Source: an optimization exercise on an open RTL-to-GDS flow (aim: small area, a short achievable clock period and few clock cycles per item). Production flows keep margins and buffers that such runs may drop.
Where RTL was checked, it was by simulation tests only, not by an equivalence proof against the original.

## red
Design riscv_base_divider, start of the top module:
module riscv_base_divider (
    input           clk_i,
    input           rst_i,
    input           opcode_valid_i,
    input  [31:0]   opcode_opcode_i,
    input  [31:0]   opcode_pc_i,
    input           opcode_invalid_i,
    input  [4:0]    opcode_rd_idx_i,
    input  [4:0]    opcode_ra_idx_i,
    input  [4:0]    opcode_rb_idx_i,
    input  [31:0]   opcode_ra_operand_i,
    input  [31:0]   opcode_rb_operand_i,
    output          writeback_valid_o,
    output [31:0]   writeback_value_o
);
For scale: ~1,200 cells after synthesis, ~120 flip-flops, about 180 I/O pins.
export LEC_CHECK = 0
export CAP_MARGIN = 20
export CORE_MARGIN = 2
export CORE_UTILIZATION = 40
export CTS_BUF_LIST = sky130_fd_sc_hd__clkbuf_8
export CTS_CLUSTER_SIZE = 30
export SETUP_SLACK_MARGIN = 2.4
export SLEW_MARGIN = 20
create_clock -name core_clock -period 6.0 [get_ports {clk_i}]
standard.sh (not shown) runs the stock make flow with config.mk's settings and CLKGATE_MAP_FILE= SYNTH_SCRIPT=/design/flow/synth_recipe.tcl, a recipe that flattens the netlist after the stock synthesis.
==> flow/flow/run.sh <==
#!/bin/bash
set -euo pipefail
export BUFFER_PORTS_ARGS="-buffer_cell sky130_fd_sc_hd__buf_1"
bash standard.sh > flow.log 2>&1
Testbench counts of red, summed over its fixed seeds: cycles 23,597, divs 3,200.
--- input diff red..blue ---
Settings: CTS_CLUSTER_SIZE no longer set, was 30; ABC_AREA now 1, previously not set.
- Combinational family with the most area after synthesis = simple AND/OR/NAND/NOR gates: blue; combinational family with the most area after synthesis = compound AO/OA/AOI/OAI gates: red
- blue vs red: detailed-route wire length on metal 1 up by more than 10%
- Proportion of cell area occupied by registers on blue is down relative to red.
- The first-pass GRT wire length in blue is 1.07 times that in red.
Input changes introduced in green (baseline for comparison: blue):
Settings: a deleted ABC_AREA that had been 1.
--- outcome ---
Routed length on met3 (higher): green
Run comparison: green critical path capture point rem_q[25]; blue critical path capture point rem_q[7]
Relative to blue, the largest net degree at the start of global routing of green is lower by 16.
Sort blue and green by met3 usage desc -> top: blue
Of blue and green, the run reporting the lower setup slack after layout was blue.
Via count: blue and green compared, lower one is green
Diff blue -> green | global-route wire length before repair | down by a few percent

* * *

riscv_base_divider again, from the RTL that the note above started with.
==> flow/design.v (excerpt) <==
module riscv_base_divider (
    input           clk_i,
    input           rst_i,
    input           opcode_valid_i,
    input  [31:0]   opcode_opcode_i,
    input  [31:0]   opcode_pc_i,
    input           opcode_invalid_i,
    input  [4:0]    opcode_rd_idx_i,
    input  [4:0]    opcode_ra_idx_i,
    input  [4:0]    opcode_rb_idx_i,
    input  [31:0]   opcode_ra_operand_i,
    input  [31:0]   opcode_rb_operand_i,
    output          writeback_valid_o,
    output [31:0]   writeback_value_o
);
clock: 6.0 ns
lec_check: 0
cap_margin: 20
core_margin: 2
core_utilization: 50
cts_buf_list: sky130_fd_sc_hd__clkbuf_8
setup_slack_margin: 2.4
slew_margin: 20
Scripts as last shown in full above: flow/flow/run.sh
Testbench counts at the start, summed over its fixed seeds: cycles 23,597, divs 3,200.
Edit:
--- a/flow/config.mk
+++ b/flow/config.mk
@@ -8,5 +8,5 @@
 export CAP_MARGIN = 20
 export CORE_MARGIN = 2
-export CORE_UTILIZATION = 50
+export CORE_UTILIZATION = 55
 export CTS_BUF_LIST = sky130_fd_sc_hd__clkbuf_8
 export SETUP_SLACK_MARGIN = 2.4
Outcome:
- critical path depth drops by 3
- final area drops by 0.90%
- area after synthesis is unchanged
- clock skew drops by 0.0037 ns
- setup slack loses 0.098 ns

* * *

== run A ==
riscv_base_divider, a different RTL version from the one above (not shown whole).
Size: about 180 I/O pins, ~11000 um^2 of cells after synthesis.
==> flow/design.v (excerpt) <==
module riscv_base_divider (
    input           clk_i,
    input           rst_i,
    input           opcode_valid_i,
    input  [31:0]   opcode_opcode_i,
    input  [31:0]   opcode_pc_i,
    input           opcode_invalid_i,
    input  [4:0]    opcode_rd_idx_i,
    input  [4:0]    opcode_ra_idx_i,
    input  [4:0]    opcode_rb_idx_i,
    input  [31:0]   opcode_ra_operand_i,
    input  [31:0]   opcode_rb_operand_i,
    output          writeback_valid_o,
    output [31:0]   writeback_value_o
);
clock: 6.0 ns
lec_check: 0
cap_margin: 20
core_margin: 2
core_utilization: 40
setup_slack_margin: 2.0
slew_margin: 20
==> flow/flow/run.sh <==
#!/bin/bash
set -euo pipefail
export BUFFER_PORTS_ARGS="-buffer_cell sky130_fd_sc_hd__buf_2"
bash standard.sh > flow.log 2>&1
Run A finished end to end and its layout was clean on timing, DRC and antenna.
Here is what was changed in the inputs of run B compared with run A.
==> flow/run.sh (new file) <==
#!/bin/bash
# synth_recipe.tcl (not shown) runs the flow's synth.tcl, then flattens the netlist and writes it again
# the make line also repeats each setting of config.mk as NAME=value (left out here)
make -C /OpenROAD-flow-scripts/flow DESIGN_CONFIG=/design/flow/config.mk WORK_HOME=/design/flow/orfs CLKGATE_MAP_FILE= SYNTH_SCRIPT=/design/flow/synth_recipe.tcl finish
removed: flow/flow/run.sh
removed: flow/standard.sh
Notes after the runs:
- Run B: area growth from synthesis to final layout is 11 points higher than what run A reported.
- Summary — wire length, run B relative to run A: higher, by 5.0%.
Function was not checked in any run of this note: the RTL went through the layout flow alone.

* * *

RTL: one of the versions met above, not the one the previous note started from.
For scale: ~120 flip-flops.
// riscv_base_divider
module riscv_base_divider (
    input           clk_i,
    input           rst_i,
    input           opcode_valid_i,
    input  [31:0]   opcode_opcode_i,
    input  [31:0]   opcode_pc_i,
    input           opcode_invalid_i,
    input  [4:0]    opcode_rd_idx_i,
    input  [4:0]    opcode_ra_idx_i,
    input  [4:0]    opcode_rb_idx_i,
    input  [31:0]   opcode_ra_operand_i,
    input  [31:0]   opcode_rb_operand_i,
    output          writeback_valid_o,
    output [31:0]   writeback_value_o
);
    wire inst_div_w  = (opcode_opcode_i & 32'hfe00707f) == 32'h2004033;
    wire inst_divu_w = (opcode_opcode_i & 32'hfe00707f) == 32'h2005033;
    wire inst_rem_w  = (opcode_opcode_i & 32'hfe00707f) == 32'h2006033;
    wire inst_remu_w = (opcode_opcode_i & 32'hfe00707f) == 32'h2007033;
    wire div_rem_inst_w = inst_div_w | inst_divu_w | inst_rem_w | inst_remu_w;
    wire valid_req_w = opcode_valid_i & div_rem_inst_w & ~opcode_invalid_i;
    localparam [1:0] S_IDLE = 2'd0, S_SETUP = 2'd1, S_ITER = 2'd2;
    reg [1:0]  state_q;
    reg        valid_q;
    reg [32:0] rem_q;      
    reg [32:0] div_q;      
    reg [31:0] quo_q;      
    reg [5:0]  cnt_q;      
    reg [5:0]  mb_q;       
    reg        is_div_q;
    reg        an_q;       
    reg        sub_q;      
    function [5:0] sigbits;
        input [31:0] v;
        input        top;
        reg [31:0] y;
        reg [31:0] x;
        reg [15:0] n1; reg [15:0] p1;
        reg [7:0]  n2; reg [15:0] p2;
        reg [3:0]  n3; reg [11:0] p3;
        reg [1:0]  n4; reg [7:0]  p4;
        integer i;
        begin
            y = v ^ {top, v[31:1]};
  ...
clock: 6.0 ns
lec_check: 0
cap_margin: 20
core_margin: 2
core_utilization: 40
cts_buf_list: sky130_fd_sc_hd__clkbuf_8
gpl_routability_driven: 0
setup_slack_margin: 2.4
slew_margin: 20
==> flow/flow/run.sh <==
#!/bin/bash
set -euo pipefail
export BUFFER_PORTS_ARGS="-buffer_cell sky130_fd_sc_hd__buf_1"
bash standard.sh > flow.log 2>&1
Testbench counts at the start, summed over its fixed seeds: cycles 23,597, divs 3,200.
Edit:
GPL_ROUTABILITY_DRIVEN = default   (was 0)
SETUP_SLACK_MARGIN = 2.3   (was 2.4)
The changed run finished clean.
Cell area shrinks by 1.1%.
Final cell count is lower by 0.49%.
Die area is unchanged.
Wire length falls by about 1.6%.
Sequential share of layout area rises by 0.25 points.
Synthesized area does not change.
Global-route usage went up by 0.12 points.
Clock-buffer cell count stays the same.
Edit:
CTS_BUF_LIST = default   (was sky130_fd_sc_hd__clkbuf_8)
SETUP_SLACK_MARGIN = 2.4   (was 2.3)
After rerunning: The changed run ran to the end with no violations. Area after synthesis does not change. Sequential cell count does not change. Maximum frequency is higher by about 1.5%. Routed wire length is higher by 2.9%. Clock-buffer cell count does not change. Cell area is higher by 2.9%. Via count is higher by about 1.1%.
Edit:
CTS_BUF_LIST = sky130_fd_sc_hd__clkbuf_8   (was default)
PLACE_DENSITY = 0.75   (was default)
After rerunning:
- non-clock buffer count drops by 7
- cell count decreases by 0.37%
- worst setup slack gets worse by 150 ps
- clock skew is higher by 13 ps
- synthesized area does not change
- clock-buffer cell count increases by 1
- design area fell by about 2%

* * *

Setup of v6:
riscv_base_divider, a different RTL version from the one above (not shown whole).
Size: roughly 1200 cells after synthesis, about 180 I/O pins, ~10000 um^2 of cells after synthesis.
// riscv_base_divider
module riscv_base_divider (
    input           clk_i,
    input           rst_i,
    input           opcode_valid_i,
    input  [31:0]   opcode_opcode_i,
    input  [31:0]   opcode_pc_i,
    input           opcode_invalid_i,
    input  [4:0]    opcode_rd_idx_i,
    input  [4:0]    opcode_ra_idx_i,
    input  [4:0]    opcode_rb_idx_i,
    input  [31:0]   opcode_ra_operand_i,
    input  [31:0]   opcode_rb_operand_i,
    output          writeback_valid_o,
    output [31:0]   writeback_value_o
);
export LEC_CHECK = 0
export CAP_MARGIN = 20
export CORE_MARGIN = 2
export CORE_UTILIZATION = 40
export SETUP_SLACK_MARGIN = 2.8
export SLEW_MARGIN = 20
create_clock -name core_clock -period 6.0 [get_ports {clk_i}]
Scripts as last shown in full above: flow/flow/run.sh
Testbench counts of v6, summed over its fixed seeds: cycles 23,427, divs 3,200.
The inputs of v7 differ from those of v6 as listed below.
Settings: SETUP_SLACK_MARGIN changed from 2.8 to 2.4.
--- outcome ---
- In v7 relative to v6, global placement routability congestion had gone up slightly.
- Relative to v6, count of clock-buffer cells in the layout has decreased by 7 in v7.
- Re worst setup slack: v7 and v6 aren't equal, and the higher value belongs to v7.
- The critical-path cell with the highest stage delay comes out edfxtp_1 in one run and fa_2 in the other, namely in v7 and v6 respectively.

==> re-timing with driven ports <==
No port has a modelled driver above. Below, the same layouts with a new extraction and two added sets of constraints.
Step 1 (the two cells are an assumption about what drives the block):
set clk [get_ports {clk_i}]
set_driving_cell -lib_cell sky130_fd_sc_hd__clkbuf_16 $clk
set_driving_cell -lib_cell sky130_fd_sc_hd__buf_2 [delete_from_list [all_inputs] $clk]
Step 2, shift: input delay + t, output delay - t, t = (earliest + latest rising clock arrival at the registers) / 2. This alone moves slack from input paths to output paths.
Slacks: ideal ports / drivers / drivers and shift; pairs: ideal ports / drivers.
run	shift t [ns]	slack for setup (ns)	worst setup path at the end	latest minus earliest clock arrival (ns)
red	0.492	2.477 / 2.477 / 2.103	input to register	0.015 / 0.015
blue	0.491	2.433 / 2.433 / 2.433	register to register	0.023 / 0.024
green	0.492	2.477 / 2.477 / 2.103	input to register	0.015 / 0.015
the first run of note 2	0.506	2.408 / 2.408 / 2.174	input to register	0.020 / 0.020
the second run of note 2	0.505	2.310 / 2.310 / 2.103	input to register	0.017 / 0.016
run A	0.475	2.040 / 2.053 / 1.577	input to register	0.013 / 0.013
run B	0.472	2.043 / 2.066 / 1.594	input to register	0.013 / 0.014
the first run of note 4	0.497	2.405 / 2.405 / 2.150	input to register	0.018 / 0.018
the second run of note 4	0.495	2.424 / 2.424 / 2.092	input to register	0.014 / 0.014
the third run of note 4	0.468	2.476 / 2.476 / 2.086	input to register	0.011 / 0.011
the fourth run of note 4	0.518	2.331 / 2.331 / 2.111	input to register	0.024 / 0.024
v6	0.454	2.335 / 2.335 / 2.245	input to register	0.017 / 0.017
v7	0.468	2.424 / 2.424 / 2.026	input to register	0.008 / 0.008
After both steps every run listed still meets setup and hold. The setup slack of run A, which loses most, moves by +0.013 ns with the drivers and by -0.463 ns with both steps.
